This is an optimization exercise on Yosys and OpenROAD, whose aim is small area and a short achievable clock period, not a production implementation.
In this exercise RTL edits were held to simulation tests only and were not proved equivalent to the original.
Power figures rest on the tool's default switching activity, not on a simulated workload.

===== design/flow/config.mk =====
export PLATFORM = sky130hd
export DESIGN_NAME = interrupt_controller
export DESIGN_NICKNAME = interrupt_controller
export VERILOG_FILES = /design/flow/design.v
export SDC_FILE = /design/flow/constraint.sdc
export NUM_CORES = 8
export LEC_CHECK = 0
export ABC_AREA = 1
export CAP_MARGIN = 20
export CORE_MARGIN = 2
export CORE_UTILIZATION = 40
export CTS_BUF_LIST = sky130_fd_sc_hd__clkbuf_8
export SLEW_MARGIN = 20

===== design/flow/constraint.sdc =====
create_clock -name core_clock -period 30.0 [get_ports {pclk_i}]
set_input_delay 6.0000 -clock core_clock [delete_from_list [all_inputs] [get_ports {pclk_i}]]
set_output_delay 6.0000 -clock core_clock [all_outputs]
set_load 0.01 [all_outputs]

===== design/flow/design.v =====
module interrupt_controller(
	pclk_i,
	prst_i,
	penable_i,
	pready_o,
	pwrite_i,
	paddr_i,
	pwdata_i,
	prdata_o,
	interrupt_active_i,
	interrupt_valid_o,
	interrupt_to_be_serviced_o,
	interrupt_serviced_i);
	input pclk_i,prst_i,penable_i,pwrite_i;
	input [3:0] paddr_i,pwdata_i;
	output reg pready_o;
	output reg [3:0] prdata_o;
	input [15:0] interrupt_active_i;
	input interrupt_serviced_i;
	output reg interrupt_valid_o;
	output reg [3:0] interrupt_to_be_serviced_o;
	reg arb;
	integer i;
	genvar g;
	reg [15:0] pb3, pb2, npb1, npb0;
	wire [3:0] wdata = pwdata_i & {4{~prst_i}};
	wire wr = penable_i & pwrite_i;
	wire [15:0] sel;
	generate
		for (g = 0; g < 16; g = g + 1) begin : regs
			assign sel[g] = paddr_i == g;
			always @(posedge pclk_i)
				if (prst_i | (wr & sel[g])) begin
					pb3[g] <= wdata[3];
					pb2[g] <= wdata[2];
					npb1[g] <= ~wdata[1];
					npb0[g] <= ~wdata[0];
				end
		end
	endgenerate
	wire [3:0] rdata = {|(sel & pb3), |(sel & pb2), |(sel & ~npb1), |(sel & ~npb0)};
	always @(posedge pclk_i) begin
		pready_o <= penable_i & ~prst_i;
		if (prst_i | (penable_i & ~pwrite_i))
			prdata_o <= rdata & {4{~prst_i}};
	end
	wire [3:0] winner;
	ic_arb_core u_core(
		.req(interrupt_active_i),
		.pb3(pb3), .pb2(pb2), .npb1(npb1), .npb0(npb0),
		.win(winner));
	always @(posedge pclk_i) begin
		if (prst_i) begin
			arb <= 1'b0;
			interrupt_valid_o <= 1'b0;
			interrupt_to_be_serviced_o <= 4'd0;
		end else begin
			arb <= (|interrupt_active_i) &
			       ((~arb & ~interrupt_valid_o) | (interrupt_valid_o & interrupt_serviced_i));
			interrupt_valid_o <= arb | (interrupt_valid_o & ~interrupt_serviced_i);
			if (arb) interrupt_to_be_serviced_o <= winner;
			else if (interrupt_serviced_i) interrupt_to_be_serviced_o <= 4'd0;
		end
	end
endmodule
module ic_arb_core(req, pb3, pb2, npb1, npb0, win);
	input [15:0] req;
	input [15:0] pb3, pb2, npb1, npb0;
	output [3:0] win;
	genvar g;
	wire [15:0] pb1 = ~npb1;
	wire [15:0] pb0 = ~npb0;
	wire h3 = |(req & pb3);
	wire h2 = h3 ? |(req & pb3 & pb2) : |(req & pb2);
	wire [15:0] c1 = req & (pb3 | {16{~h3}}) & (pb2 | {16{~h2}});
	wire h1 = |(c1 & pb1);
	wire h0 = h1 ? |(c1 & pb1 & pb0) : |(c1 & pb0);
	wire [15:0] cw = c1 & (pb1 | {16{~h1}}) & (pb0 | {16{~h0}});
	wire [3:0] nz, lo_odd, lo_hi;
	generate
		for (g = 0; g < 4; g = g + 1) begin : quad
			wire [3:0] q = cw[4*g+3:4*g];
			assign nz[g] = |q;
			assign lo_hi[g] = ~q[0] & ~q[1];
			assign lo_odd[g] = ~q[0] & (q[1] | ~q[2]);
		end
	endgenerate
	wire [3:0] fq = {nz[3] & ~nz[2] & ~nz[1] & ~nz[0], nz[2] & ~nz[1] & ~nz[0],
	                 nz[1] & ~nz[0], nz[0]};
	assign win = {fq[3] | fq[2], fq[3] | fq[1], |(fq & lo_hi), |(fq & lo_odd)};
endmodule

===== design/flow/flow/run.sh =====
#!/bin/bash
# Own layout flow: the standard flow (standard.sh) with
#  - the standard synthesis, except that ABC maps with flow/abc.script
#    (registers are mapped before ABC runs, so they are unchanged) and,
#    when flow/arb_core.v exists, the combinational module ic_arb_core is
#    read from that gate netlist (made by gen/gen_core.py) instead of
#    being synthesised from rtl/ic.v,
#  - smaller port buffers,
#  - timing repair aimed at a setup slack margin below the clock period.
# make's full output is in standard_flow.log; ORFS's step logs are in orfs/logs/.
set -euo pipefail
source flow/params.sh
export MY_ABC_SCRIPT=$PWD/flow/abc.script
args=("BUFFER_PORTS_ARGS=-buffer_cell $PORT_BUF" "SETUP_SLACK_MARGIN=$MARGIN")
if [[ "${OWN_ABC:-1}" == 1 ]]; then args+=("SYNTH_SCRIPT=$PWD/flow/synth.tcl"); fi
if [[ -f flow/arb_core.v ]]; then
  export ARB_CORE_NETLIST=$PWD/flow/arb_core.v
  args+=("SYNTH_CANONICALIZE_TCL=$PWD/flow/subst.tcl")
fi
if [[ -n "${CTS_ARGS:-}" ]]; then args+=("CTS_ARGS=$CTS_ARGS"); fi
bash standard.sh "${args[@]}" finish > standard_flow.log 2>&1

===== design/flow/flow/abc.script =====
&get -n
&st
&dch
&nf -R 1000
&put

===== design/flow/flow/arb_core.v =====
// generated by gen/gen_core4.py g10=2 g11=8 g117=4 g134=2 g136=2 g138=2 g140=2 g142=2 g144=2 g45=4 g74=4 g9=2
module ic_arb_core(req, pb3, pb2, npb1, npb0, win);
  input [15:0] req, pb3, pb2, npb1, npb0;
  output [3:0] win;
  wire [15:0] nc1, cw;
  wire x3_0;
  wire x3_1;
  wire x3_2;
  wire x3_3;
  wire x3_4;
  wire x3_5;
  wire x3_6;
  wire x3_7;
  wire y3_0;
  wire y3_1;
  wire nh3;
  wire x2b_0;
  wire x2b_1;
  wire x2b_2;
  wire x2b_3;
  wire x2b_4;
  wire x2b_5;
  wire x2b_6;
  wire x2b_7;
  wire y2b_0;
  wire y2b_1;
  wire z2a_0;
  wire z2a_1;
  wire z2a_2;
  wire z2a_3;
  wire z2a_4;
  wire z2a_5;
  wire z2a_6;
  wire z2a_7;
  wire z2a_8;
  wire z2a_9;
  wire z2a_10;
  wire z2a_11;
  wire z2a_12;
  wire z2a_13;
  wire z2a_14;
  wire z2a_15;
  wire q2a_0;
  wire q2a_1;
  wire q2a_2;
  wire q2a_3;
  wire s2a_0;
  wire s2a_1;
  wire t2a;
  wire nh2;
  wire t1_x0;
  wire t1_x1;
  wire t1_x2;
  wire t1_x3;
  wire t1_x4;
  wire t1_x5;
  wire t1_x6;
  wire t1_x7;
  wire t1_r0;
  wire t1_r1;
  wire t1_r2;
  wire t1_r3;
  wire h1;
  wire t0b_x0;
  wire t0b_x1;
  wire t0b_x2;
  wire t0b_x3;
  wire t0b_x4;
  wire t0b_x5;
  wire t0b_x6;
  wire t0b_x7;
  wire t0b_r0;
  wire t0b_r1;
  wire t0b_r2;
  wire t0b_r3;
  wire y0b_0;
  wire y0b_1;
  wire nt0b;
  wire z0a_0;
  wire z0a_1;
  wire z0a_2;
  wire z0a_3;
  wire z0a_4;
  wire z0a_5;
  wire z0a_6;
  wire z0a_7;
  wire z0a_8;
  wire z0a_9;
  wire z0a_10;
  wire z0a_11;
  wire z0a_12;
  wire z0a_13;
  wire z0a_14;
  wire z0a_15;
  wire r0a_0;
  wire r0a_1;
  wire r0a_2;
  wire r0a_3;
  wire r0a_4;
  wire r0a_5;
  wire r0a_6;
  wire r0a_7;
  wire y0a_0;
  wire y0a_1;
  wire nt0a;
  wire h0;
  wire pn0;
  wire pn1;
  wire pn2;
  wire pn3;
  wire pn4;
  wire pn5;
  wire pn6;
  wire pn7;
  wire nz0;
  wire nz1;
  wire nz2;
  wire nz3;
  wire z01;
  wire f1;
  wire f2;
  wire f3;
  wire e23;
  wire u0;
  wire u1;
  wire od0;
  wire od1;
  wire od2;
  wire od3;
  wire v0;
  wire v1;
  sky130_fd_sc_hd__a22oi_1 g1 (.A1(req[0]), .A2(pb3[0]), .B1(req[1]), .B2(pb3[1]), .Y(x3_0));
  sky130_fd_sc_hd__a22oi_1 g2 (.A1(req[2]), .A2(pb3[2]), .B1(req[3]), .B2(pb3[3]), .Y(x3_1));
  sky130_fd_sc_hd__a22oi_1 g3 (.A1(req[4]), .A2(pb3[4]), .B1(req[5]), .B2(pb3[5]), .Y(x3_2));
  sky130_fd_sc_hd__a22oi_1 g4 (.A1(req[6]), .A2(pb3[6]), .B1(req[7]), .B2(pb3[7]), .Y(x3_3));
  sky130_fd_sc_hd__a22oi_1 g5 (.A1(req[8]), .A2(pb3[8]), .B1(req[9]), .B2(pb3[9]), .Y(x3_4));
  sky130_fd_sc_hd__a22oi_1 g6 (.A1(req[10]), .A2(pb3[10]), .B1(req[11]), .B2(pb3[11]), .Y(x3_5));
  sky130_fd_sc_hd__a22oi_1 g7 (.A1(req[12]), .A2(pb3[12]), .B1(req[13]), .B2(pb3[13]), .Y(x3_6));
  sky130_fd_sc_hd__a22oi_1 g8 (.A1(req[14]), .A2(pb3[14]), .B1(req[15]), .B2(pb3[15]), .Y(x3_7));
  sky130_fd_sc_hd__nand4_2 g9 (.A(x3_0), .B(x3_1), .C(x3_2), .D(x3_3), .Y(y3_0));
  sky130_fd_sc_hd__nand4_2 g10 (.A(x3_4), .B(x3_5), .C(x3_6), .D(x3_7), .Y(y3_1));
  sky130_fd_sc_hd__nor2_8 g11 (.A(y3_0), .B(y3_1), .Y(nh3));
  sky130_fd_sc_hd__a22oi_1 g12 (.A1(req[0]), .A2(pb2[0]), .B1(req[1]), .B2(pb2[1]), .Y(x2b_0));
  sky130_fd_sc_hd__a22oi_1 g13 (.A1(req[2]), .A2(pb2[2]), .B1(req[3]), .B2(pb2[3]), .Y(x2b_1));
  sky130_fd_sc_hd__a22oi_1 g14 (.A1(req[4]), .A2(pb2[4]), .B1(req[5]), .B2(pb2[5]), .Y(x2b_2));
  sky130_fd_sc_hd__a22oi_1 g15 (.A1(req[6]), .A2(pb2[6]), .B1(req[7]), .B2(pb2[7]), .Y(x2b_3));
  sky130_fd_sc_hd__a22oi_1 g16 (.A1(req[8]), .A2(pb2[8]), .B1(req[9]), .B2(pb2[9]), .Y(x2b_4));
  sky130_fd_sc_hd__a22oi_1 g17 (.A1(req[10]), .A2(pb2[10]), .B1(req[11]), .B2(pb2[11]), .Y(x2b_5));
  sky130_fd_sc_hd__a22oi_1 g18 (.A1(req[12]), .A2(pb2[12]), .B1(req[13]), .B2(pb2[13]), .Y(x2b_6));
  sky130_fd_sc_hd__a22oi_1 g19 (.A1(req[14]), .A2(pb2[14]), .B1(req[15]), .B2(pb2[15]), .Y(x2b_7));
  sky130_fd_sc_hd__nand4_1 g20 (.A(x2b_0), .B(x2b_1), .C(x2b_2), .D(x2b_3), .Y(y2b_0));
  sky130_fd_sc_hd__nand4_1 g21 (.A(x2b_4), .B(x2b_5), .C(x2b_6), .D(x2b_7), .Y(y2b_1));
  sky130_fd_sc_hd__nand3_1 g22 (.A(req[0]), .B(pb3[0]), .C(pb2[0]), .Y(z2a_0));
  sky130_fd_sc_hd__nand3_1 g23 (.A(req[1]), .B(pb3[1]), .C(pb2[1]), .Y(z2a_1));
  sky130_fd_sc_hd__nand3_1 g24 (.A(req[2]), .B(pb3[2]), .C(pb2[2]), .Y(z2a_2));
  sky130_fd_sc_hd__nand3_1 g25 (.A(req[3]), .B(pb3[3]), .C(pb2[3]), .Y(z2a_3));
  sky130_fd_sc_hd__nand3_1 g26 (.A(req[4]), .B(pb3[4]), .C(pb2[4]), .Y(z2a_4));
  sky130_fd_sc_hd__nand3_1 g27 (.A(req[5]), .B(pb3[5]), .C(pb2[5]), .Y(z2a_5));
  sky130_fd_sc_hd__nand3_1 g28 (.A(req[6]), .B(pb3[6]), .C(pb2[6]), .Y(z2a_6));
  sky130_fd_sc_hd__nand3_1 g29 (.A(req[7]), .B(pb3[7]), .C(pb2[7]), .Y(z2a_7));
  sky130_fd_sc_hd__nand3_1 g30 (.A(req[8]), .B(pb3[8]), .C(pb2[8]), .Y(z2a_8));
  sky130_fd_sc_hd__nand3_1 g31 (.A(req[9]), .B(pb3[9]), .C(pb2[9]), .Y(z2a_9));
  sky130_fd_sc_hd__nand3_1 g32 (.A(req[10]), .B(pb3[10]), .C(pb2[10]), .Y(z2a_10));
  sky130_fd_sc_hd__nand3_1 g33 (.A(req[11]), .B(pb3[11]), .C(pb2[11]), .Y(z2a_11));
  sky130_fd_sc_hd__nand3_1 g34 (.A(req[12]), .B(pb3[12]), .C(pb2[12]), .Y(z2a_12));
  sky130_fd_sc_hd__nand3_1 g35 (.A(req[13]), .B(pb3[13]), .C(pb2[13]), .Y(z2a_13));
  sky130_fd_sc_hd__nand3_1 g36 (.A(req[14]), .B(pb3[14]), .C(pb2[14]), .Y(z2a_14));
  sky130_fd_sc_hd__nand3_1 g37 (.A(req[15]), .B(pb3[15]), .C(pb2[15]), .Y(z2a_15));
  sky130_fd_sc_hd__nand4_1 g38 (.A(z2a_0), .B(z2a_1), .C(z2a_2), .D(z2a_3), .Y(q2a_0));
  sky130_fd_sc_hd__nand4_1 g39 (.A(z2a_4), .B(z2a_5), .C(z2a_6), .D(z2a_7), .Y(q2a_1));
  sky130_fd_sc_hd__nand4_1 g40 (.A(z2a_8), .B(z2a_9), .C(z2a_10), .D(z2a_11), .Y(q2a_2));
  sky130_fd_sc_hd__nand4_1 g41 (.A(z2a_12), .B(z2a_13), .C(z2a_14), .D(z2a_15), .Y(q2a_3));
  sky130_fd_sc_hd__nor2_1 g42 (.A(q2a_0), .B(q2a_1), .Y(s2a_0));
  sky130_fd_sc_hd__nor2_1 g43 (.A(q2a_2), .B(q2a_3), .Y(s2a_1));
  sky130_fd_sc_hd__nand2_1 g44 (.A(s2a_0), .B(s2a_1), .Y(t2a));
  sky130_fd_sc_hd__a221oi_4 g45 (.A1(nh3), .A2(y2b_0), .B1(nh3), .B2(y2b_1), .C1(t2a), .Y(nh2));
  sky130_fd_sc_hd__o221ai_1 g46 (.A1(pb3[0]), .A2(nh3), .B1(pb2[0]), .B2(nh2), .C1(req[0]), .Y(nc1[0]));
  sky130_fd_sc_hd__o221ai_1 g47 (.A1(pb3[1]), .A2(nh3), .B1(pb2[1]), .B2(nh2), .C1(req[1]), .Y(nc1[1]));
  sky130_fd_sc_hd__o221ai_1 g48 (.A1(pb3[2]), .A2(nh3), .B1(pb2[2]), .B2(nh2), .C1(req[2]), .Y(nc1[2]));
  sky130_fd_sc_hd__o221ai_1 g49 (.A1(pb3[3]), .A2(nh3), .B1(pb2[3]), .B2(nh2), .C1(req[3]), .Y(nc1[3]));
  sky130_fd_sc_hd__o221ai_1 g50 (.A1(pb3[4]), .A2(nh3), .B1(pb2[4]), .B2(nh2), .C1(req[4]), .Y(nc1[4]));
  sky130_fd_sc_hd__o221ai_1 g51 (.A1(pb3[5]), .A2(nh3), .B1(pb2[5]), .B2(nh2), .C1(req[5]), .Y(nc1[5]));
  sky130_fd_sc_hd__o221ai_1 g52 (.A1(pb3[6]), .A2(nh3), .B1(pb2[6]), .B2(nh2), .C1(req[6]), .Y(nc1[6]));
  sky130_fd_sc_hd__o221ai_1 g53 (.A1(pb3[7]), .A2(nh3), .B1(pb2[7]), .B2(nh2), .C1(req[7]), .Y(nc1[7]));
  sky130_fd_sc_hd__o221ai_1 g54 (.A1(pb3[8]), .A2(nh3), .B1(pb2[8]), .B2(nh2), .C1(req[8]), .Y(nc1[8]));
  sky130_fd_sc_hd__o221ai_1 g55 (.A1(pb3[9]), .A2(nh3), .B1(pb2[9]), .B2(nh2), .C1(req[9]), .Y(nc1[9]));
  sky130_fd_sc_hd__o221ai_1 g56 (.A1(pb3[10]), .A2(nh3), .B1(pb2[10]), .B2(nh2), .C1(req[10]), .Y(nc1[10]));
  sky130_fd_sc_hd__o221ai_1 g57 (.A1(pb3[11]), .A2(nh3), .B1(pb2[11]), .B2(nh2), .C1(req[11]), .Y(nc1[11]));
  sky130_fd_sc_hd__o221ai_1 g58 (.A1(pb3[12]), .A2(nh3), .B1(pb2[12]), .B2(nh2), .C1(req[12]), .Y(nc1[12]));
  sky130_fd_sc_hd__o221ai_1 g59 (.A1(pb3[13]), .A2(nh3), .B1(pb2[13]), .B2(nh2), .C1(req[13]), .Y(nc1[13]));
  sky130_fd_sc_hd__o221ai_1 g60 (.A1(pb3[14]), .A2(nh3), .B1(pb2[14]), .B2(nh2), .C1(req[14]), .Y(nc1[14]));
  sky130_fd_sc_hd__o221ai_1 g61 (.A1(pb3[15]), .A2(nh3), .B1(pb2[15]), .B2(nh2), .C1(req[15]), .Y(nc1[15]));
  sky130_fd_sc_hd__o22ai_1 g62 (.A1(nc1[0]), .A2(npb1[0]), .B1(nc1[1]), .B2(npb1[1]), .Y(t1_x0));
  sky130_fd_sc_hd__o22ai_1 g63 (.A1(nc1[2]), .A2(npb1[2]), .B1(nc1[3]), .B2(npb1[3]), .Y(t1_x1));
  sky130_fd_sc_hd__o22ai_1 g64 (.A1(nc1[4]), .A2(npb1[4]), .B1(nc1[5]), .B2(npb1[5]), .Y(t1_x2));
  sky130_fd_sc_hd__o22ai_1 g65 (.A1(nc1[6]), .A2(npb1[6]), .B1(nc1[7]), .B2(npb1[7]), .Y(t1_x3));
  sky130_fd_sc_hd__o22ai_1 g66 (.A1(nc1[8]), .A2(npb1[8]), .B1(nc1[9]), .B2(npb1[9]), .Y(t1_x4));
  sky130_fd_sc_hd__o22ai_1 g67 (.A1(nc1[10]), .A2(npb1[10]), .B1(nc1[11]), .B2(npb1[11]), .Y(t1_x5));
  sky130_fd_sc_hd__o22ai_1 g68 (.A1(nc1[12]), .A2(npb1[12]), .B1(nc1[13]), .B2(npb1[13]), .Y(t1_x6));
  sky130_fd_sc_hd__o22ai_1 g69 (.A1(nc1[14]), .A2(npb1[14]), .B1(nc1[15]), .B2(npb1[15]), .Y(t1_x7));
  sky130_fd_sc_hd__nor2_1 g70 (.A(t1_x0), .B(t1_x1), .Y(t1_r0));
  sky130_fd_sc_hd__nor2_1 g71 (.A(t1_x2), .B(t1_x3), .Y(t1_r1));
  sky130_fd_sc_hd__nor2_1 g72 (.A(t1_x4), .B(t1_x5), .Y(t1_r2));
  sky130_fd_sc_hd__nor2_1 g73 (.A(t1_x6), .B(t1_x7), .Y(t1_r3));
  sky130_fd_sc_hd__nand4_4 g74 (.A(t1_r0), .B(t1_r1), .C(t1_r2), .D(t1_r3), .Y(h1));
  sky130_fd_sc_hd__o22ai_1 g75 (.A1(nc1[0]), .A2(npb0[0]), .B1(nc1[1]), .B2(npb0[1]), .Y(t0b_x0));
  sky130_fd_sc_hd__o22ai_1 g76 (.A1(nc1[2]), .A2(npb0[2]), .B1(nc1[3]), .B2(npb0[3]), .Y(t0b_x1));
  sky130_fd_sc_hd__o22ai_1 g77 (.A1(nc1[4]), .A2(npb0[4]), .B1(nc1[5]), .B2(npb0[5]), .Y(t0b_x2));
  sky130_fd_sc_hd__o22ai_1 g78 (.A1(nc1[6]), .A2(npb0[6]), .B1(nc1[7]), .B2(npb0[7]), .Y(t0b_x3));
  sky130_fd_sc_hd__o22ai_1 g79 (.A1(nc1[8]), .A2(npb0[8]), .B1(nc1[9]), .B2(npb0[9]), .Y(t0b_x4));
  sky130_fd_sc_hd__o22ai_1 g80 (.A1(nc1[10]), .A2(npb0[10]), .B1(nc1[11]), .B2(npb0[11]), .Y(t0b_x5));
  sky130_fd_sc_hd__o22ai_1 g81 (.A1(nc1[12]), .A2(npb0[12]), .B1(nc1[13]), .B2(npb0[13]), .Y(t0b_x6));
  sky130_fd_sc_hd__o22ai_1 g82 (.A1(nc1[14]), .A2(npb0[14]), .B1(nc1[15]), .B2(npb0[15]), .Y(t0b_x7));
  sky130_fd_sc_hd__nor2_1 g83 (.A(t0b_x0), .B(t0b_x1), .Y(t0b_r0));
  sky130_fd_sc_hd__nor2_1 g84 (.A(t0b_x2), .B(t0b_x3), .Y(t0b_r1));
  sky130_fd_sc_hd__nor2_1 g85 (.A(t0b_x4), .B(t0b_x5), .Y(t0b_r2));
  sky130_fd_sc_hd__nor2_1 g86 (.A(t0b_x6), .B(t0b_x7), .Y(t0b_r3));
  sky130_fd_sc_hd__nand2_1 g87 (.A(t0b_r0), .B(t0b_r1), .Y(y0b_0));
  sky130_fd_sc_hd__nand2_1 g88 (.A(t0b_r2), .B(t0b_r3), .Y(y0b_1));
  sky130_fd_sc_hd__nor2_1 g89 (.A(y0b_0), .B(y0b_1), .Y(nt0b));
  sky130_fd_sc_hd__nor3_1 g90 (.A(nc1[0]), .B(npb1[0]), .C(npb0[0]), .Y(z0a_0));
  sky130_fd_sc_hd__nor3_1 g91 (.A(nc1[1]), .B(npb1[1]), .C(npb0[1]), .Y(z0a_1));
  sky130_fd_sc_hd__nor3_1 g92 (.A(nc1[2]), .B(npb1[2]), .C(npb0[2]), .Y(z0a_2));
  sky130_fd_sc_hd__nor3_1 g93 (.A(nc1[3]), .B(npb1[3]), .C(npb0[3]), .Y(z0a_3));
  sky130_fd_sc_hd__nor3_1 g94 (.A(nc1[4]), .B(npb1[4]), .C(npb0[4]), .Y(z0a_4));
  sky130_fd_sc_hd__nor3_1 g95 (.A(nc1[5]), .B(npb1[5]), .C(npb0[5]), .Y(z0a_5));
  sky130_fd_sc_hd__nor3_1 g96 (.A(nc1[6]), .B(npb1[6]), .C(npb0[6]), .Y(z0a_6));
  sky130_fd_sc_hd__nor3_1 g97 (.A(nc1[7]), .B(npb1[7]), .C(npb0[7]), .Y(z0a_7));
  sky130_fd_sc_hd__nor3_1 g98 (.A(nc1[8]), .B(npb1[8]), .C(npb0[8]), .Y(z0a_8));
  sky130_fd_sc_hd__nor3_1 g99 (.A(nc1[9]), .B(npb1[9]), .C(npb0[9]), .Y(z0a_9));
  sky130_fd_sc_hd__nor3_1 g100 (.A(nc1[10]), .B(npb1[10]), .C(npb0[10]), .Y(z0a_10));
  sky130_fd_sc_hd__nor3_1 g101 (.A(nc1[11]), .B(npb1[11]), .C(npb0[11]), .Y(z0a_11));
  sky130_fd_sc_hd__nor3_1 g102 (.A(nc1[12]), .B(npb1[12]), .C(npb0[12]), .Y(z0a_12));
  sky130_fd_sc_hd__nor3_1 g103 (.A(nc1[13]), .B(npb1[13]), .C(npb0[13]), .Y(z0a_13));
  sky130_fd_sc_hd__nor3_1 g104 (.A(nc1[14]), .B(npb1[14]), .C(npb0[14]), .Y(z0a_14));
  sky130_fd_sc_hd__nor3_1 g105 (.A(nc1[15]), .B(npb1[15]), .C(npb0[15]), .Y(z0a_15));
  sky130_fd_sc_hd__nor2_1 g106 (.A(z0a_0), .B(z0a_1), .Y(r0a_0));
  sky130_fd_sc_hd__nor2_1 g107 (.A(z0a_2), .B(z0a_3), .Y(r0a_1));
  sky130_fd_sc_hd__nor2_1 g108 (.A(z0a_4), .B(z0a_5), .Y(r0a_2));
  sky130_fd_sc_hd__nor2_1 g109 (.A(z0a_6), .B(z0a_7), .Y(r0a_3));
  sky130_fd_sc_hd__nor2_1 g110 (.A(z0a_8), .B(z0a_9), .Y(r0a_4));
  sky130_fd_sc_hd__nor2_1 g111 (.A(z0a_10), .B(z0a_11), .Y(r0a_5));
  sky130_fd_sc_hd__nor2_1 g112 (.A(z0a_12), .B(z0a_13), .Y(r0a_6));
  sky130_fd_sc_hd__nor2_1 g113 (.A(z0a_14), .B(z0a_15), .Y(r0a_7));
  sky130_fd_sc_hd__nand4_1 g114 (.A(r0a_0), .B(r0a_1), .C(r0a_2), .D(r0a_3), .Y(y0a_0));
  sky130_fd_sc_hd__nand4_1 g115 (.A(r0a_4), .B(r0a_5), .C(r0a_6), .D(r0a_7), .Y(y0a_1));
  sky130_fd_sc_hd__nor2_1 g116 (.A(y0a_0), .B(y0a_1), .Y(nt0a));
  sky130_fd_sc_hd__a21oi_4 g117 (.A1(nt0a), .A2(h1), .B1(nt0b), .Y(h0));
  sky130_fd_sc_hd__a221oi_1 g118 (.A1(npb1[0]), .A2(h1), .B1(npb0[0]), .B2(h0), .C1(nc1[0]), .Y(cw[0]));
  sky130_fd_sc_hd__a221oi_1 g119 (.A1(npb1[1]), .A2(h1), .B1(npb0[1]), .B2(h0), .C1(nc1[1]), .Y(cw[1]));
  sky130_fd_sc_hd__a221oi_1 g120 (.A1(npb1[2]), .A2(h1), .B1(npb0[2]), .B2(h0), .C1(nc1[2]), .Y(cw[2]));
  sky130_fd_sc_hd__a221oi_1 g121 (.A1(npb1[3]), .A2(h1), .B1(npb0[3]), .B2(h0), .C1(nc1[3]), .Y(cw[3]));
  sky130_fd_sc_hd__a221oi_1 g122 (.A1(npb1[4]), .A2(h1), .B1(npb0[4]), .B2(h0), .C1(nc1[4]), .Y(cw[4]));
  sky130_fd_sc_hd__a221oi_1 g123 (.A1(npb1[5]), .A2(h1), .B1(npb0[5]), .B2(h0), .C1(nc1[5]), .Y(cw[5]));
  sky130_fd_sc_hd__a221oi_1 g124 (.A1(npb1[6]), .A2(h1), .B1(npb0[6]), .B2(h0), .C1(nc1[6]), .Y(cw[6]));
  sky130_fd_sc_hd__a221oi_1 g125 (.A1(npb1[7]), .A2(h1), .B1(npb0[7]), .B2(h0), .C1(nc1[7]), .Y(cw[7]));
  sky130_fd_sc_hd__a221oi_1 g126 (.A1(npb1[8]), .A2(h1), .B1(npb0[8]), .B2(h0), .C1(nc1[8]), .Y(cw[8]));
  sky130_fd_sc_hd__a221oi_1 g127 (.A1(npb1[9]), .A2(h1), .B1(npb0[9]), .B2(h0), .C1(nc1[9]), .Y(cw[9]));
  sky130_fd_sc_hd__a221oi_1 g128 (.A1(npb1[10]), .A2(h1), .B1(npb0[10]), .B2(h0), .C1(nc1[10]), .Y(cw[10]));
  sky130_fd_sc_hd__a221oi_1 g129 (.A1(npb1[11]), .A2(h1), .B1(npb0[11]), .B2(h0), .C1(nc1[11]), .Y(cw[11]));
  sky130_fd_sc_hd__a221oi_1 g130 (.A1(npb1[12]), .A2(h1), .B1(npb0[12]), .B2(h0), .C1(nc1[12]), .Y(cw[12]));
  sky130_fd_sc_hd__a221oi_1 g131 (.A1(npb1[13]), .A2(h1), .B1(npb0[13]), .B2(h0), .C1(nc1[13]), .Y(cw[13]));
  sky130_fd_sc_hd__a221oi_1 g132 (.A1(npb1[14]), .A2(h1), .B1(npb0[14]), .B2(h0), .C1(nc1[14]), .Y(cw[14]));
  sky130_fd_sc_hd__a221oi_1 g133 (.A1(npb1[15]), .A2(h1), .B1(npb0[15]), .B2(h0), .C1(nc1[15]), .Y(cw[15]));
  sky130_fd_sc_hd__nor2_2 g134 (.A(cw[0]), .B(cw[1]), .Y(pn0));
  sky130_fd_sc_hd__nor2_1 g135 (.A(cw[2]), .B(cw[3]), .Y(pn1));
  sky130_fd_sc_hd__nor2_2 g136 (.A(cw[4]), .B(cw[5]), .Y(pn2));
  sky130_fd_sc_hd__nor2_1 g137 (.A(cw[6]), .B(cw[7]), .Y(pn3));
  sky130_fd_sc_hd__nor2_2 g138 (.A(cw[8]), .B(cw[9]), .Y(pn4));
  sky130_fd_sc_hd__nor2_1 g139 (.A(cw[10]), .B(cw[11]), .Y(pn5));
  sky130_fd_sc_hd__nor2_2 g140 (.A(cw[12]), .B(cw[13]), .Y(pn6));
  sky130_fd_sc_hd__nor2_1 g141 (.A(cw[14]), .B(cw[15]), .Y(pn7));
  sky130_fd_sc_hd__nand2_2 g142 (.A(pn0), .B(pn1), .Y(nz0));
  sky130_fd_sc_hd__nand2_1 g143 (.A(pn2), .B(pn3), .Y(nz1));
  sky130_fd_sc_hd__nand2_2 g144 (.A(pn4), .B(pn5), .Y(nz2));
  sky130_fd_sc_hd__nand2_1 g145 (.A(pn6), .B(pn7), .Y(nz3));
  sky130_fd_sc_hd__nor2_1 g146 (.A(nz0), .B(nz1), .Y(z01));
  sky130_fd_sc_hd__nor2b_1 g147 (.A(nz0), .B_N(nz1), .Y(f1));
  sky130_fd_sc_hd__and2_1 g148 (.A(z01), .B(nz2), .X(f2));
  sky130_fd_sc_hd__and3b_1 g149 (.A_N(nz2), .B(z01), .C(nz3), .X(f3));
  sky130_fd_sc_hd__o21a_1 g150 (.A1(nz2), .A2(nz3), .B1(z01), .X(win[3]));
  sky130_fd_sc_hd__and2b_1 g151 (.A_N(nz2), .B(nz3), .X(e23));
  sky130_fd_sc_hd__o21ba_1 g152 (.A1(nz1), .A2(e23), .B1_N(nz0), .X(win[2]));
  sky130_fd_sc_hd__a22oi_1 g153 (.A1(nz0), .A2(pn0), .B1(f1), .B2(pn2), .Y(u0));
  sky130_fd_sc_hd__a22oi_1 g154 (.A1(f2), .A2(pn4), .B1(f3), .B2(pn6), .Y(u1));
  sky130_fd_sc_hd__nand2_1 g155 (.A(u0), .B(u1), .Y(win[1]));
  sky130_fd_sc_hd__mux2i_1 g156 (.A0(cw[0]), .A1(cw[2]), .S(pn0), .Y(od0));
  sky130_fd_sc_hd__mux2i_1 g157 (.A0(cw[4]), .A1(cw[6]), .S(pn2), .Y(od1));
  sky130_fd_sc_hd__mux2i_1 g158 (.A0(cw[8]), .A1(cw[10]), .S(pn4), .Y(od2));
  sky130_fd_sc_hd__mux2i_1 g159 (.A0(cw[12]), .A1(cw[14]), .S(pn6), .Y(od3));
  sky130_fd_sc_hd__a22oi_1 g160 (.A1(nz0), .A2(od0), .B1(f1), .B2(od1), .Y(v0));
  sky130_fd_sc_hd__a22oi_1 g161 (.A1(f2), .A2(od2), .B1(f3), .B2(od3), .Y(v1));
  sky130_fd_sc_hd__nand2_1 g162 (.A(v0), .B(v1), .Y(win[0]));
endmodule

===== design/flow/flow/params.sh =====
PORT_BUF=sky130_fd_sc_hd__buf_1
MARGIN=20

===== design/flow/flow/subst.tcl =====
# Replace the behavioural ic_arb_core by its gate netlist (gen/gen_core.py).
delete ic_arb_core
read_verilog $::env(ARB_CORE_NETLIST)
hierarchy -check -top $::env(DESIGN_NAME)

===== design/flow/flow/synth.tcl =====
# synth_recipe.tcl (the standard synthesis), with ABC's script replaced by
# flow/abc.script when MY_ABC_SCRIPT names it.
proc synth {args} { yosys synth -nofsm -noshare {*}$args }
proc abc {args} {
  set i [lsearch -exact $args -script]
  if { $i >= 0 && [info exists ::env(MY_ABC_SCRIPT)] } {
    lset args [expr {$i + 1}] $::env(MY_ABC_SCRIPT)
  }
  puts "abc wrapper: $args"
  yosys abc {*}$args
}
source $::env(SCRIPTS_DIR)/synth.tcl
# left out here: clear keep_hierarchy, flatten, clean up, hide names made inside functions, write 1_2_yosys.v

===== design/flow/standard.sh =====
#!/bin/bash
# synth_recipe.tcl (not shown) runs the flow's synth.tcl, then flattens the netlist and writes it again
# the make line also repeats each setting of config.mk as NAME=value (left out here)
make -C /OpenROAD-flow-scripts/flow DESIGN_CONFIG=/design/flow/config.mk WORK_HOME=/design/flow/orfs CLKGATE_MAP_FILE= SYNTH_SCRIPT=/design/flow/synth_recipe.tcl "${@:-finish}"

==> results of run 1 <==
[layout by cell type, fill, tap and decap left out, types with 2 or more instances in the layout]
| cell type | n |
|---|---|
| sky130_fd_sc_hd__a21o_1 | 17 |
| sky130_fd_sc_hd__a21oi_1 | 2 |
| sky130_fd_sc_hd__a221oi_1 | 20 |
| sky130_fd_sc_hd__a22o_1 | 4 |
| sky130_fd_sc_hd__a22oi_1 | 32 |
| sky130_fd_sc_hd__a31oi_1 | 2 |
| sky130_fd_sc_hd__and4_1 | 3 |
| sky130_fd_sc_hd__buf_1 | 38 |
| sky130_fd_sc_hd__clkbuf_8 | 9 |
| sky130_fd_sc_hd__clkinv_1 | 2 |
| sky130_fd_sc_hd__clkinv_2 | 2 |
| sky130_fd_sc_hd__dfxtp_1 | 7 |
| sky130_fd_sc_hd__edfxtp_1 | 68 |
| sky130_fd_sc_hd__mux2i_1 | 4 |
| sky130_fd_sc_hd__nand2_1 | 18 |
| sky130_fd_sc_hd__nand2_2 | 2 |
| sky130_fd_sc_hd__nand2b_1 | 6 |
| sky130_fd_sc_hd__nand3_1 | 22 |
| sky130_fd_sc_hd__nand4_1 | 9 |
| sky130_fd_sc_hd__nand4_2 | 2 |
| sky130_fd_sc_hd__nor2_1 | 44 |
| sky130_fd_sc_hd__nor2_2 | 4 |
| sky130_fd_sc_hd__nor2b_1 | 6 |
| sky130_fd_sc_hd__nor2b_2 | 2 |
| sky130_fd_sc_hd__nor3_1 | 22 |
| sky130_fd_sc_hd__nor4_1 | 9 |
| sky130_fd_sc_hd__o221ai_1 | 15 |
| sky130_fd_sc_hd__o22ai_1 | 32 |
[repair_timing]
item,CTS,global route
endpoints found under the setup margin,0,1
gates resized for setup,0,1
setup buffers,0,0
[per-layer routing]
metal	share of wire [%]	vias up	GRT usage, %	wire [um]
met5	0	-	0	0
met4	2.1	0	7.33	259
met3	9.8	31	4.24	1190
met2	44	264	33.2	5280
met1	44	1764	32.2	5350
li1	-	1660	-	-
[cell type report]
cell class                 instances  area (um2)
clock buffer                       9         124
clock inverter                     7        68.8
fill                             956        5240
inverter                           2        7.51
multi-input combinational        290        1880
sequential                        75        2180
tap                              133         166
timing repair buffer              39         150
[Yosys cell counts, types with 3 or more instances]
master / n
sky130_fd_sc_hd__nor2_2: 4
sky130_fd_sc_hd__edfxtp_1: 68
sky130_fd_sc_hd__nand2b_1: 6
sky130_fd_sc_hd__a221oi_1: 20
sky130_fd_sc_hd__o221ai_1: 16
sky130_fd_sc_hd__nor2b_1: 8
sky130_fd_sc_hd__and4_1: 3
sky130_fd_sc_hd__nand4_1: 9
sky130_fd_sc_hd__nand3_1: 22
sky130_fd_sc_hd__a22o_1: 4
sky130_fd_sc_hd__nand2_1: 18
sky130_fd_sc_hd__dfxtp_1: 7
sky130_fd_sc_hd__nor4_1: 9
sky130_fd_sc_hd__a21o_1: 17
sky130_fd_sc_hd__a22oi_1: 32
sky130_fd_sc_hd__nor3_1: 22
sky130_fd_sc_hd__mux2i_1: 4
sky130_fd_sc_hd__o22ai_1: 32
sky130_fd_sc_hd__nor2_1: 44
[state kept, by name, indices dropped and copies added, names as in the netlist]
| signal | flops |
|---|---|
| interrupt_valid_o | 1 |
| npb1 | 16 |
| pb3 | 16 |
| interrupt_to_be_serviced_o | 4 |
| pb2 | 16 |
| prdata_o | 4 |
| arb | 1 |
| pready_o | 1 |
| npb0 | 16 |
[kinds of logic after synthesis]
kind of cell,after synthesis
compound gates,130
flops,75
buf+inv,2
mux,4
simple gates,155
[how the worst max path moves through the flow]
| stage | from | to | slack (ns) | cells after the start |
|---|---|---|---|---|
| after floorplan | interrupt_active_i[6] | interrupt_to_be_serviced_o[0] | 20.88 | 17 |
| after global placement | interrupt_active_i[0] | interrupt_to_be_serviced_o[0] | 20.05 | 19 |
| after detailed placement | interrupt_active_i[2] | interrupt_to_be_serviced_o[1] | 19.99 | 19 |
| after CTS | interrupt_active_i[2] | interrupt_to_be_serviced_o[1] | 20.35 | 19 |
| after global routing | interrupt_active_i[4] | interrupt_to_be_serviced_o[1] | 20.02 | 19 |
| final | interrupt_active_i[2] | interrupt_to_be_serviced_o[1] | 20.28 | 20 |
[power breakdown]
group | total [W] | switching [W] | leakage [nW] | internal [W]
logic | 0.0000492 | 0.0000320 | 0.690 | 0.0000172
registers | 0.000135 | 0.0000107 | 0.727 | 0.000124
clock network | 0.0000767 | 0.0000385 | 0.101 | 0.0000382
[metrics by stage]
stage               area, um2  instances  worst slack [ns]  power [W]  hold slack (ns)
detailed placement       4370        538             19.99   0.000184            0.487
floorplan                4050        366             20.88   0.000166            0.498
CTS                      4560        554             20.35   0.000260            0.509
global placement         4370        538             20.05   0.000184            0.484
finish                   4580        555             20.28   0.000261            0.503
global route             4580        555             20.02   0.000272            0.547
[critical path, delay by kind of cell]
kind | cells | cell delay (ns)
compound gates | 7 | 1.93
buf+inv | 1 | 0.13
simple gates | 12 | 1.89
==> qor.txt, run 1 <==
LOGIC SYNTHESIS
-----------------------------------------------------------------------------------------------
Xor-xnor portion of the synthesized cell area ....................................           0%
Largest area contributor in the netlist .......................................... sky130_fd_sc_hd__edfxtp_1
Synth Instances ..................................................................          366
Synth Area per Inst ..............................................................     11.1 um2
Post-Syn Nets ....................................................................          395
Synthesized-area fraction occupied by adder cells ................................           0%
Biggest area contributors in the synthesized netlist ............................. sky130_fd_sc_hd__edfxtp_1 50%, sky130_fd_sc_hd__a22oi_1 5.9%, sky130_fd_sc_hd__o22ai_1 4.9%, sky130_fd_sc_hd__a221oi_1 4.3%, sky130_fd_sc_hd__nor2_1 4.1%
Share of flip-flops with an asynchronous set or reset ............................           0%
Number of warnings printed during yosys synthesis ................................            1
Flip-flop and latch count after synthesis ........................................           75
Share of synthesized area spent on multiplexers ..................................       0.988%
Sequential element share of the synthesized area .................................        53.9%
Synthesized-area fraction occupied by ao, oa, aoi and oai cells ..................        24.9%
Distinct cells, synth ............................................................           35
Combinational family with the most area after synthesis .......................... compound AO/OA/AOI/OAI gates
Number of synthesized flops with an enable pin ...................................           68
Area share of the largest cell type after synthesis ..............................        50.4%
Post-Synthesis Cell Area .........................................................     4050 um2
Flip-flop cell with the highest count after synthesis ............................ sky130_fd_sc_hd__edfxtp_1
Simple-gate share of the synthesized area ........................................        20.0%

CRITICAL PATH
-----------------------------------------------------------------------------------------------
Cell depth of the worst flop-to-flop path ........................................           19
Reg-to-Reg End ................................................................... interrupt_to_be_serviced_o[1]
Nature of the critical path endpoint .............................................     register
R2R Setup Slk ....................................................................     25.58 ns
Crit path launch type ............................................................   input port
Cells traversed along the worst timing path ...................................... buf_1, a22oi_1, nand4_2, nor2_8, a221oi_4, o221ai_1, nor3_1, nor2_1, nand4_1, nor2_1, a21oi_2, a221oi_1, nor2_1, nand2_1, nor2_1, and3b_1, a22oi_1, nand2_1, a22oi_1, nor2_1
Critical Path AT .................................................................      9.96 ns
CP peak stage delay ..............................................................      0.45 ns
Largest fanout of any net on the critical path ...................................           18
Worst Setup Path Type ............................................................       in2reg
Crit path top cell by count ...................................................... sky130_fd_sc_hd__nor2_1
Worst EP required ................................................................     30.23 ns
Slowest cell on the critical path ................................................ sky130_fd_sc_hd__o221ai_1
Worst reg2reg startpoint .........................................................       pb3[0]

DRT
-----------------------------------------------------------------------------------------------
DRC Markers ......................................................................            0
Drt first-iter violations ........................................................          616
Routed vias ......................................................................         3719
First-pass detailed-route iteration total ........................................            8
Mean routed wirelength per cell ..................................................      21.8 um
Detailed-route vias per instance .................................................         6.70
Final antenna-violating net count ................................................            0
Total wire length after detailed routing .........................................     12100 um

PWR
-----------------------------------------------------------------------------------------------
Pleak ............................................................................      1.52 nW
IR drop worst, VDD ...............................................................  0.0000242 V
Total power divided by cell area .................................................  57.0 nW/um2

MIN PATH
-----------------------------------------------------------------------------------------------
Terminating pin of the worst hold path ........................................... interrupt_to_be_serviced_o[1]
Startpoint of the most critical hold path ........................................ interrupt_to_be_serviced_o[1]
Class of the most critical hold timing path ......................................      reg2reg
Hold-critical path depth .........................................................            2

CELLS AND AREA
-----------------------------------------------------------------------------------------------
Net total in the final layout ....................................................          446
Number of diodes added for antenna fixing ........................................            0
Ratio of cells with drive above 1 in the final layout ............................        7.58%
Util after Layout ................................................................        46.6%
Area overhead of the layout relative to synthesis ................................        13.1%

TIMING
-----------------------------------------------------------------------------------------------
Endpoints failing setup ..........................................................            0
Setup TNS after final layout .....................................................         0 ns
Final Max Tran Viols .............................................................            0
Relative slew margins ............................................................        36.3%
Post-Route Skew ..................................................................   0.00854 ns
Achievable Freq ..................................................................      103 MHz
RSZ-0062 raised after global routing .............................................        false
Transition at the pin with the smallest max-transition slack .....................     0.955 ns
Period minus WS final ............................................................      9.72 ns
Final hold violations ............................................................            0
Final worst path period share ....................................................        32.4%

CLOCKING
-----------------------------------------------------------------------------------------------
Clock input transition at the sequential cells of the worst setup and hold paths .      0.08 ns
Clock root buffer ................................................................ sky130_fd_sc_hd__clkbuf_8
Number of clock buffers inserted by TritonCTS ....................................            9
Clk Latency, worst-skew pair .....................................................      0.35 ns
Num Clock Sinks ..................................................................           75
H-tree depth .....................................................................            3
Maximum count of clock buffers along a single path ...............................            2
CTS tree .........................................................................         done
Post-cts hold buffer count .......................................................            0

RUN STATUS
-----------------------------------------------------------------------------------------------
Outcome ..........................................................................  timing/DRC/antenna clean

FLOORPLANNING
-----------------------------------------------------------------------------------------------
Y dimension of the die ...........................................................       105 um
Initial core utilization .........................................................        41.3%
Area of the die ..................................................................    10900 um2
Number of top-level pins .........................................................           39
Die extent in x ..................................................................       105 um
Row Count ........................................................................           36
Core Footprint ...................................................................     9820 um2

PLACEMENT
-----------------------------------------------------------------------------------------------
Placer congestion estimate .......................................................        0.914
IO buf count .....................................................................           38
Half-perimeter wire length of the detailed placement result ......................      8840 um

GLOBAL ROUTE
-----------------------------------------------------------------------------------------------
Global-route congestion overflow total ...........................................            0
Initial antenna violation count ..................................................            0
Vias in the first global route ...................................................         3291
Global-route wire length before repair ...........................................     18600 um
Overall routing resource usage ...................................................        22.1%
Pin count of the biggest net entering global routing .............................           33

RUN
-----------------------------------------------------------------------------------------------
Maxcap violations ................................................................            0

==> run 2, diff against run 1 <==
==> design/flow/flow/params.sh (replaced) <==
PORT_BUF=sky130_fd_sc_hd__buf_1
MARGIN=0
==> qor.txt, run 2 <==
CRITICAL PATH
-----------------------------------------------------------------------------------------------
Crit path launch type ............................................................   input port
Worst Setup Path Type ............................................................       in2reg
WP depth .........................................................................           19   -5.0%
Cell depth of the worst flop-to-flop path ........................................           18   -1
Crit path max-delay family ....................................................... simple AND/OR/NAND/NOR gates
Buffering stage count on the worst path with inverters included ..................            1   unchanged
Cells traversed along the worst timing path ...................................... buf_1, a22oi_1, nand4_2, nor2_8, a221oi_4, o221ai_1, o22ai_1, nor2_1, nand4_4, a21oi_4, a221oi_1, nor2_2, nand2_2, nor2_1, and3b_1, a22oi_1, nand2_1, a22oi_1, nor2_1
Largest fanout of any net on the critical path ...................................           18   unchanged
CP peak stage delay ..............................................................      0.46 ns   about the same
Slowest cell on the critical path ................................................ sky130_fd_sc_hd__o221ai_1
Worst EP required ................................................................     30.29 ns   +0.06 ns
Critical Path AT .................................................................     10.07 ns   +0.11 ns
Nature of the critical path endpoint .............................................     register

LOGIC SYNTHESIS
-----------------------------------------------------------------------------------------------
Commonest cells in the netlist ................................................... 68 x sky130_fd_sc_hd__edfxtp_1, 44 x sky130_fd_sc_hd__nor2_1, 32 x sky130_fd_sc_hd__a22oi_1, 32 x sky130_fd_sc_hd__o22ai_1
Synthesized-area fraction occupied by adder cells ................................           0%   unchanged
Biggest area contributors in the synthesized netlist ............................. sky130_fd_sc_hd__edfxtp_1 50%, sky130_fd_sc_hd__a22oi_1 5.9%, sky130_fd_sc_hd__o22ai_1 4.9%, sky130_fd_sc_hd__a221oi_1 4.3%, sky130_fd_sc_hd__nor2_1 4.1%
Synth Area per Inst ..............................................................     11.1 um2   unchanged
Combinational family with the most area after synthesis .......................... compound AO/OA/AOI/OAI gates
Share of flip-flops with an asynchronous set or reset ............................           0%   unchanged
Number of synthesized flops with an enable pin ...................................           68   unchanged
Synth Instances ..................................................................          366   unchanged
Sequential element share of the synthesized area .................................        53.9%   unchanged
Flip-flop cell with the highest count after synthesis ............................ sky130_fd_sc_hd__edfxtp_1
Simple-gate share of the synthesized area ........................................        20.0%   unchanged
Number of warnings printed during yosys synthesis ................................            1   unchanged
Largest area contributor in the netlist .......................................... sky130_fd_sc_hd__edfxtp_1
Xor-xnor portion of the synthesized cell area ....................................           0%   unchanged
Share of synthesized area spent on multiplexers ..................................       0.988%   unchanged
Most common cell in the netlist .................................................. sky130_fd_sc_hd__edfxtp_1
Area share of the largest cell type after synthesis ..............................        50.4%   unchanged
Synthesized-area fraction occupied by ao, oa, aoi and oai cells ..................        24.9%   unchanged
Post-Synthesis Cell Area .........................................................     4050 um2   unchanged
Post-Syn Nets ....................................................................          395   unchanged
Flip-flop and latch count after synthesis ........................................           75   unchanged
Distinct cells, synth ............................................................           35   unchanged

PWR
-----------------------------------------------------------------------------------------------
IR drop worst, VDD ...............................................................  0.0000239 V   -1.2%
Pleak ............................................................................      1.52 nW   -0.14%
Total chip power .................................................................   0.000260 W   -0.49%
Total power divided by cell area .................................................  56.9 nW/um2   -0.16%

CLOCKING
-----------------------------------------------------------------------------------------------
Maximum count of clock buffers along a single path ...............................            2   unchanged
Num Clock Sinks ..................................................................           75   unchanged
Post-cts hold buffer count .......................................................            0   unchanged
Number of clock buffers inserted by TritonCTS ....................................            9   unchanged
Post-CTS Repair Setup Buffers ....................................................            0   unchanged
CTS tree .........................................................................         done
Clock root buffer ................................................................ sky130_fd_sc_hd__clkbuf_8
H-tree depth .....................................................................            3   unchanged
Clk Latency, worst-skew pair .....................................................      0.35 ns   about the same
Quantity of gates resized following cts ..........................................            0   unchanged
Clock input transition at the sequential cells of the worst setup and hold paths .      0.08 ns   about the same

CELLS AND AREA
-----------------------------------------------------------------------------------------------
Commonest non-fill, non-tap cell in the layout ................................... sky130_fd_sc_hd__edfxtp_1
Area of the multi-input gates ....................................................     1870 um2   -0.80%
Combined flip-flop and latch cell area ...........................................     2180 um2   unchanged
Area overhead of the layout relative to synthesis ................................        12.7%
Number of diodes added for antenna fixing ........................................            0   unchanged
Fill cell instance count of the final layout .....................................          955   -0.10%
Leading cell types in the layout, fill and taps excluded ......................... 68 x sky130_fd_sc_hd__edfxtp_1, 44 x sky130_fd_sc_hd__nor2_1, 38 x sky130_fd_sc_hd__buf_1
Post-Layout Cell Count ...........................................................          554   -0.18%
Ratio of cells with drive above 1 in the final layout ............................        7.13%   -0.46 points
Finished layout cell area ........................................................     4570 um2   -0.33%
Net total in the final layout ....................................................          445   -0.22%

FLOORPLANNING
-----------------------------------------------------------------------------------------------
Initial core utilization .........................................................        41.3%   unchanged
Die extent in x ..................................................................       105 um   unchanged
Row Count ........................................................................           36   unchanged
Core Footprint ...................................................................     9820 um2   unchanged
Number of top-level pins .........................................................           39   unchanged
Y dimension of the die ...........................................................       105 um   unchanged
Area of the die ..................................................................    10900 um2   unchanged

TIMING
-----------------------------------------------------------------------------------------------
Final worst path period share ....................................................        32.6%   +0.19 points
Period minus WS final ............................................................      9.78 ns   +0.0557 ns
Relative slew margins ............................................................        35.1%   -1.2 points
RSZ-0062 raised after global routing .............................................        false
Final hold violations ............................................................            0   unchanged
Setup TNS after final layout .....................................................         0 ns   unchanged
Achievable Freq ..................................................................      102 MHz   -0.57%
Post-Route Skew ..................................................................    0.0101 ns   +0.00159 ns
Endpoints failing setup ..........................................................            0   unchanged
Final Max Tran Viols .............................................................            0   unchanged
Transition at the pin with the smallest max-transition slack .....................     0.972 ns   +0.0173 ns

MIN PATH
-----------------------------------------------------------------------------------------------
Class of the most critical hold timing path ......................................      reg2reg
Hold-critical path depth .........................................................            2   unchanged

PLACEMENT
-----------------------------------------------------------------------------------------------
Placer congestion estimate .......................................................        0.914   unchanged
IO buf count .....................................................................           38   unchanged
Half-perimeter wire length of the detailed placement result ......................      8840 um   unchanged
Post-DP Area .....................................................................     4370 um2   unchanged
Cell count after placement .......................................................          538   unchanged

GLOBAL ROUTE
-----------------------------------------------------------------------------------------------
Global-route congestion overflow total ...........................................            0   unchanged
Initial antenna violation count ..................................................            0   unchanged
Pin count of the biggest net entering global routing .............................           33   unchanged
Global-route wire length before repair ...........................................     18600 um   unchanged
Vias in the first global route ...................................................         3291   unchanged
Overall routing resource usage ...................................................        22.1%   unchanged

RUN
-----------------------------------------------------------------------------------------------
Maxcap violations ................................................................            0   unchanged

DRT
-----------------------------------------------------------------------------------------------
Mean routed wirelength per cell ..................................................      21.8 um   about the same
DRC Markers ......................................................................            0   unchanged
Drt first-iter violations ........................................................          582   -5.5%
First-pass detailed-route iteration total ........................................            5   -3
Detailed-route vias per instance .................................................         6.64   -0.90%
Routed vias ......................................................................         3679   -1.1%
Total wire length after detailed routing .........................................     12100 um   -0.15%
Final antenna-violating net count ................................................            0   unchanged

RUN STATUS
-----------------------------------------------------------------------------------------------
Outcome ..........................................................................  timing/DRC/antenna clean

[run 2: metal layers]
metal	GRT usage [%]	wire length (um)	part of all wire [%]	up-vias
met2	33.2	5270	44	254
met5	0	0	0	-
met1	32.2	5360	44	1747
li1	-	-	-	1651
met3	4.24	1200	9.9	27
met4	7.33	239	2.0	0
[run 2: where the power goes]
group / internal (W) / switching [W] / leakage (nW) / total [W]
registers: 0.000124 / 0.0000106 / 0.727 / 0.000135
clock network: 0.0000382 / 0.0000383 / 0.101 / 0.0000765
logic: 0.0000169 / 0.0000313 / 0.688 / 0.0000482
total: 0.000180 / 0.0000802 / 1.52 / 0.000260
[run 2: worst register-to-register path, cell delays in order (launching register included)]
cell and delay, ns:
sky130_fd_sc_hd__edfxtp_1 0.46, sky130_fd_sc_hd__a22oi_1 0.28, sky130_fd_sc_hd__nand4_2 0.21, sky130_fd_sc_hd__nor2_8 0.34, sky130_fd_sc_hd__a221oi_4 0.23, sky130_fd_sc_hd__o221ai_1 0.46, sky130_fd_sc_hd__o22ai_1 0.18, sky130_fd_sc_hd__nor2_1 0.20
sky130_fd_sc_hd__nand4_4 0.28, sky130_fd_sc_hd__a21oi_4 0.46, sky130_fd_sc_hd__a221oi_1 0.20, sky130_fd_sc_hd__nor2_2 0.23, sky130_fd_sc_hd__nand2_2 0.11, sky130_fd_sc_hd__nor2_1 0.21, sky130_fd_sc_hd__and3b_1 0.22, sky130_fd_sc_hd__a22oi_1 0.08
sky130_fd_sc_hd__nand2_1 0.09, sky130_fd_sc_hd__a22oi_1 0.08, sky130_fd_sc_hd__nor2_1 0.09
[run 2: layout make-up]
cell class / instances / area share [%]
sequential: 75 / 47.8
multi-input combinational: 289 / 40.9
tap: 133 / 3.64
timing repair buffer: 39 / 3.29
clock buffer: 9 / 2.71
clock inverter: 7 / 1.51
inverter: 2 / 0.164
[run 2: per-stage QoR]
stage	setup slack (ns)	utilization [%]	hold WS (ns)
final	20.22	46.5	0.502
after global routing	19.96	46.5	0.547
after CTS	20.35	46.5	0.509
after detailed placement	19.99	44.5	0.487
after global placement	20.05	44.5	0.484
after floorplan	20.88	-	0.498
[run 2: cell families (layout without fill, tap and decap cells)]
group                  after synthesis  count (layout)
AO/OA/AOI/OAI                      130             130
buffers and inverters                2              57
flip-flops                          75              75
multiplexers                         4               4
AND/OR/NAND/NOR                    155             155
[run 2: path summary, 6_finish.rpt]
kind | from | end | slack, ns
worst max register to register | pb3[0] | interrupt_to_be_serviced_o[1] | 25.53
worst min-delay path | interrupt_to_be_serviced_o[1] | interrupt_to_be_serviced_o[1] | 0.50
worst min register to register | interrupt_to_be_serviced_o[1] | interrupt_to_be_serviced_o[1] | 0.50
worst max-delay path | interrupt_active_i[2] | interrupt_to_be_serviced_o[1] | 20.22
==> run 3, diff against run 2 <==
--- a/design/flow/flow/arb_core.v
+++ b/design/flow/flow/arb_core.v
@@ -1,4 +1,4 @@
-// generated by gen/gen_core4.py g10=2 g11=8 g117=4 g134=2 g136=2 g138=2 g140=2 g142=2 g144=2 g45=4 g74=4 g9=2
+// generated by gen/gen_core4.py g11=8 g117=4 g138=2 g140=2 g144=2 g146=2 g45=4 g74=4 g9=2
 module ic_arb_core(req, pb3, pb2, npb1, npb0, win);
   input [15:0] req, pb3, pb2, npb1, npb0;
   output [3:0] win;
@@ -138,7 +138,7 @@
   sky130_fd_sc_hd__a22oi_1 g7 (.A1(req[12]), .A2(pb3[12]), .B1(req[13]), .B2(pb3[13]), .Y(x3_6));
   sky130_fd_sc_hd__a22oi_1 g8 (.A1(req[14]), .A2(pb3[14]), .B1(req[15]), .B2(pb3[15]), .Y(x3_7));
   sky130_fd_sc_hd__nand4_2 g9 (.A(x3_0), .B(x3_1), .C(x3_2), .D(x3_3), .Y(y3_0));
-  sky130_fd_sc_hd__nand4_2 g10 (.A(x3_4), .B(x3_5), .C(x3_6), .D(x3_7), .Y(y3_1));
+  sky130_fd_sc_hd__nand4_1 g10 (.A(x3_4), .B(x3_5), .C(x3_6), .D(x3_7), .Y(y3_1));
   sky130_fd_sc_hd__nor2_8 g11 (.A(y3_0), .B(y3_1), .Y(nh3));
   sky130_fd_sc_hd__a22oi_1 g12 (.A1(req[0]), .A2(pb2[0]), .B1(req[1]), .B2(pb2[1]), .Y(x2b_0));
   sky130_fd_sc_hd__a22oi_1 g13 (.A1(req[2]), .A2(pb2[2]), .B1(req[3]), .B2(pb2[3]), .Y(x2b_1));
@@ -262,19 +262,19 @@
   sky130_fd_sc_hd__a221oi_1 g131 (.A1(npb1[13]), .A2(h1), .B1(npb0[13]), .B2(h0), .C1(nc1[13]), .Y(cw[13]));
   sky130_fd_sc_hd__a221oi_1 g132 (.A1(npb1[14]), .A2(h1), .B1(npb0[14]), .B2(h0), .C1(nc1[14]), .Y(cw[14]));
   sky130_fd_sc_hd__a221oi_1 g133 (.A1(npb1[15]), .A2(h1), .B1(npb0[15]), .B2(h0), .C1(nc1[15]), .Y(cw[15]));
-  sky130_fd_sc_hd__nor2_2 g134 (.A(cw[0]), .B(cw[1]), .Y(pn0));
+  sky130_fd_sc_hd__nor2_1 g134 (.A(cw[0]), .B(cw[1]), .Y(pn0));
   sky130_fd_sc_hd__nor2_1 g135 (.A(cw[2]), .B(cw[3]), .Y(pn1));
-  sky130_fd_sc_hd__nor2_2 g136 (.A(cw[4]), .B(cw[5]), .Y(pn2));
+  sky130_fd_sc_hd__nor2_1 g136 (.A(cw[4]), .B(cw[5]), .Y(pn2));
   sky130_fd_sc_hd__nor2_1 g137 (.A(cw[6]), .B(cw[7]), .Y(pn3));
   sky130_fd_sc_hd__nor2_2 g138 (.A(cw[8]), .B(cw[9]), .Y(pn4));
   sky130_fd_sc_hd__nor2_1 g139 (.A(cw[10]), .B(cw[11]), .Y(pn5));
   sky130_fd_sc_hd__nor2_2 g140 (.A(cw[12]), .B(cw[13]), .Y(pn6));
   sky130_fd_sc_hd__nor2_1 g141 (.A(cw[14]), .B(cw[15]), .Y(pn7));
-  sky130_fd_sc_hd__nand2_2 g142 (.A(pn0), .B(pn1), .Y(nz0));
+  sky130_fd_sc_hd__nand2_1 g142 (.A(pn0), .B(pn1), .Y(nz0));
   sky130_fd_sc_hd__nand2_1 g143 (.A(pn2), .B(pn3), .Y(nz1));
   sky130_fd_sc_hd__nand2_2 g144 (.A(pn4), .B(pn5), .Y(nz2));
   sky130_fd_sc_hd__nand2_1 g145 (.A(pn6), .B(pn7), .Y(nz3));
-  sky130_fd_sc_hd__nor2_1 g146 (.A(nz0), .B(nz1), .Y(z01));
+  sky130_fd_sc_hd__nor2_2 g146 (.A(nz0), .B(nz1), .Y(z01));
   sky130_fd_sc_hd__nor2b_1 g147 (.A(nz0), .B_N(nz1), .Y(f1));
   sky130_fd_sc_hd__and2_1 g148 (.A(z01), .B(nz2), .X(f2));
   sky130_fd_sc_hd__and3b_1 g149 (.A_N(nz2), .B(z01), .C(nz3), .X(f3));
==> design/flow/flow/params.sh (replaced) <==
PORT_BUF=sky130_fd_sc_hd__buf_1
MARGIN=20.5
CTS_ARGS="-sink_clustering_enable -repair_clock_nets -buf_list sky130_fd_sc_hd__clkbuf_8 -dont_use_dummy_load"
==> qor.txt, run 3 <==
RUN STATUS
-----------------------------------------------------------------------------------------------
Outcome ..........................................................................  timing/DRC/antenna clean

CLOCKING
-----------------------------------------------------------------------------------------------
Clock input transition at the sequential cells of the worst setup and hold paths .      0.06 ns   -0.02 ns
Clk Latency, worst-skew pair .....................................................      0.36 ns   about the same
Num Clock Sinks ..................................................................           75   unchanged
CTS tree .........................................................................         done
Maximum count of clock buffers along a single path ...............................            2   unchanged
H-tree depth .....................................................................            3   unchanged
Post-cts hold buffer count .......................................................            0   unchanged

DRT
-----------------------------------------------------------------------------------------------
Drt first-iter violations ........................................................          450   -23%
Routed vias ......................................................................         3767   +2.4%
Total wire length after detailed routing .........................................     12700 um   +5.0%
First-pass detailed-route iteration total ........................................            5   unchanged
Final antenna-violating net count ................................................            0   unchanged
DRC Markers ......................................................................            0   unchanged
Detailed-route vias per instance .................................................         6.73   +1.3%

MIN PATH
-----------------------------------------------------------------------------------------------
Class of the most critical hold timing path ......................................      reg2reg
Startpoint of the most critical hold path ........................................ interrupt_to_be_serviced_o[0]

LOGIC SYNTHESIS
-----------------------------------------------------------------------------------------------
Post-Syn Nets ....................................................................          395   unchanged
Post-Synthesis Cell Area .........................................................     4040 um2   -0.28%
Synth Instances ..................................................................          366   unchanged
Commonest cells in the netlist ................................................... 68 x sky130_fd_sc_hd__edfxtp_1, 45 x sky130_fd_sc_hd__nor2_1, 32 x sky130_fd_sc_hd__a22oi_1, 32 x sky130_fd_sc_hd__o22ai_1
Flip-flop cell with the highest count after synthesis ............................ sky130_fd_sc_hd__edfxtp_1
Share of flip-flops with an asynchronous set or reset ............................           0%   unchanged
Most common cell in the netlist .................................................. sky130_fd_sc_hd__edfxtp_1
Synth Area per Inst ..............................................................     11.0 um2   -0.28%
Distinct cells, synth ............................................................           35   unchanged
Biggest area contributors in the synthesized netlist ............................. sky130_fd_sc_hd__edfxtp_1 51%, sky130_fd_sc_hd__a22oi_1 5.9%, sky130_fd_sc_hd__o22ai_1 5.0%, sky130_fd_sc_hd__a221oi_1 4.3%, sky130_fd_sc_hd__nor2_1 4.2%
Sequential element share of the synthesized area .................................        54.0%   +0.15 points
Number of synthesized flops with an enable pin ...................................           68   unchanged
Area share of the largest cell type after synthesis ..............................        50.5%   +0.14 points

CELLS AND AREA
-----------------------------------------------------------------------------------------------
Ratio of cells with drive above 1 in the final layout ............................        14.5%   +7.4 points
Number of diodes added for antenna fixing ........................................            0   unchanged
Post-Layout Cell Count ...........................................................          560   +1.1%
Leading cell types in the layout, fill and taps excluded ......................... 68 x sky130_fd_sc_hd__edfxtp_1, 42 x sky130_fd_sc_hd__nor2_1, 38 x sky130_fd_sc_hd__buf_1
Area overhead of the layout relative to synthesis ................................        18.3%
Net total in the final layout ....................................................          458   +2.9%

RUN
-----------------------------------------------------------------------------------------------
Maxcap violations ................................................................            0   unchanged

TIMING
-----------------------------------------------------------------------------------------------
Final hold violations ............................................................            0   unchanged
Relative slew margins ............................................................        33.7%   -1.5 points
Period minus WS final ............................................................      9.37 ns   -0.409 ns
Final Max Tran Viols .............................................................            0   unchanged
Endpoints failing setup ..........................................................            0   unchanged
Final worst path period share ....................................................        31.2%   -1.4 points
Setup TNS after final layout .....................................................         0 ns   unchanged
Achievable Freq ..................................................................      107 MHz   +4.4%
Transition at the pin with the smallest max-transition slack .....................     0.994 ns   +0.0221 ns

GLOBAL ROUTE
-----------------------------------------------------------------------------------------------
Vias in the first global route ...................................................         3423   +4.0%
Global-route wire length before repair ...........................................     18900 um   +1.7%
Pin count of the biggest net entering global routing .............................           33   unchanged
Initial antenna violation count ..................................................            0   unchanged
Overall routing resource usage ...................................................        22.6%   +0.47 points

CRITICAL PATH
-----------------------------------------------------------------------------------------------
Cells traversed along the worst timing path ...................................... buf_1, a22oi_1, nand4_1, nor2_8, a221oi_4, buf_4, buf_4, o221ai_4, o22ai_1, nor2_2, nand4_4, a21oi_4, a221oi_1, nor2_1, nand2_1, nor2b_1, a22oi_1, nand2_1, a22oi_1, nor2_1
Critical Path End ................................................................ interrupt_to_be_serviced_o[0]
Largest fanout of any net on the critical path ...................................            8   -10
Critical Path Source ............................................................. interrupt_active_i[10]
Crit path launch type ............................................................   input port
Worst reg2reg startpoint .........................................................      pb3[10]
Critical Path AT .................................................................      9.60 ns   -0.47 ns
Nature of the critical path endpoint .............................................     register
Worst EP required ................................................................     30.22 ns   -0.07 ns
R2R Setup Slk ....................................................................     25.91 ns   +0.38 ns

FLOORPLANNING
-----------------------------------------------------------------------------------------------
Number of top-level pins .........................................................           39   unchanged
Core Footprint ...................................................................     9770 um2   -0.46%
Die extent in x ..................................................................       105 um   -0.13%
Area of the die ..................................................................    10900 um2   -0.27%
Y dimension of the die ...........................................................       105 um   -0.13%

PLACEMENT
-----------------------------------------------------------------------------------------------
IO buf count .....................................................................           38   unchanged
Half-perimeter wire length of the detailed placement result ......................      8760 um   -0.91%

PWR
-----------------------------------------------------------------------------------------------
Pleak ............................................................................      1.57 nW   +3.4%
Total power divided by cell area .................................................  53.7 nW/um2   -5.7%
IR drop worst, VDD ...............................................................  0.0000236 V   -1.4%

## run 3: where the power goes
| group | switching [W] | total, W | leakage [nW] | internal (W) |
|---|---|---|---|---|
| combinational | 0.0000370 | 0.0000600 | 0.776 | 0.0000230 |
| clock | 0.0000336 | 0.0000604 | 0.0647 | 0.0000268 |
| sequential | 0.0000115 | 0.000136 | 0.727 | 0.000125 |
| total | 0.0000821 | 0.000257 | 1.57 | 0.000174 |
## run 3: cell type report
cell class / instances / area (um2) / share of cell area, %
flip-flops and latches: 75 / 2180 / 45.7
well taps: 133 / 166 / 3.48
multi-input cells: 290 / 2060 / 43.1
clock buffers: 9 / 124 / 2.59
repair buffers: 51 / 240 / 5.03
inverters: 2 / 7.51 / 0.157
## run 3: through the flow
stage	cell area, um2	setup slack, ns	hold WS, ns	power [W]	util [%]
6_report	4780	20.63	0.504	0.000257	48.9
3_5_place_dp	4360	19.91	0.488	0.000183	44.6
4_1_cts	4560	20.52	0.506	0.000246	46.7
2_1_floorplan	4040	20.88	0.498	0.000166	-
5_1_grt	4780	20.47	0.546	0.000267	48.9
3_3_place_gp	4360	19.90	0.491	0.000184	44.6
## run 3: critical path: cells and delay by family
family	cells	cell delay, ns
and+or+nand+nor	9	1.59
buffers and inverters	3	0.50
AOI/OAI and AO/OA	8	1.51
## run 3: worst min-delay path by stage
stage	to	slack (ns)	cells after the start
after floorplan	arb	0.50	2
after global placement	interrupt_to_be_serviced_o[0]	0.49	2
after detailed placement	interrupt_to_be_serviced_o[1]	0.49	2
after CTS	interrupt_to_be_serviced_o[1]	0.51	2
after global routing	interrupt_to_be_serviced_o[1]	0.55	2
final	interrupt_to_be_serviced_o[0]	0.50	2
## run 3: cell families (layout without fill, tap and decap cells)
group                  after synthesis  in the layout  synth area share (%)
flip-flops                          75             75                  54.0
buffers and inverters                2             62                 0.186
AND/OR/NAND/NOR                    155            155                  19.8
multiplexers                         4              4                 0.991
AO/OA/AOI/OAI                      130            131                  25.0
## run 3: timing repair
action	in CTS	in global routing
cloned	1	0
setup endpoints to repair	4	4
gates resized for setup	3	29
buffers inserted	7	5
pin swaps	3	8
## run 3: per-layer routing
metal	GRT usage, %	part of all wire [%]	vias up
met1	31.9	42	1762
met4	8.40	3.1	0
met2	33.8	44	281
met5	0	0	-
met3	5.20	10	41
li1	-	-	1683

re-timing with driven ports:
No port has a modelled driver above. Below, the same layouts with a new extraction and two added sets of constraints.
Step 1 sets driving cells, clkbuf_16 on the clock port and buf_2 on the other inputs (assumed; they add their load-dependent delay and slew).
Step 2 also shifts input and output timing later by t, the mid clock arrival at the registers, as if the neighbouring blocks saw the same clock.
a / b / c = ideal / step 1 / step 2; a / b = the first two.
run | t (ns) | setup WS [ns]
run 1 | 0.384 | 20.275 / 20.288 / 19.904
run 2 | 0.382 | 20.220 / 20.234 / 19.852
run 3 | 0.383 | 20.628 / 20.643 / 20.260
After both steps every run listed still meets setup and hold.
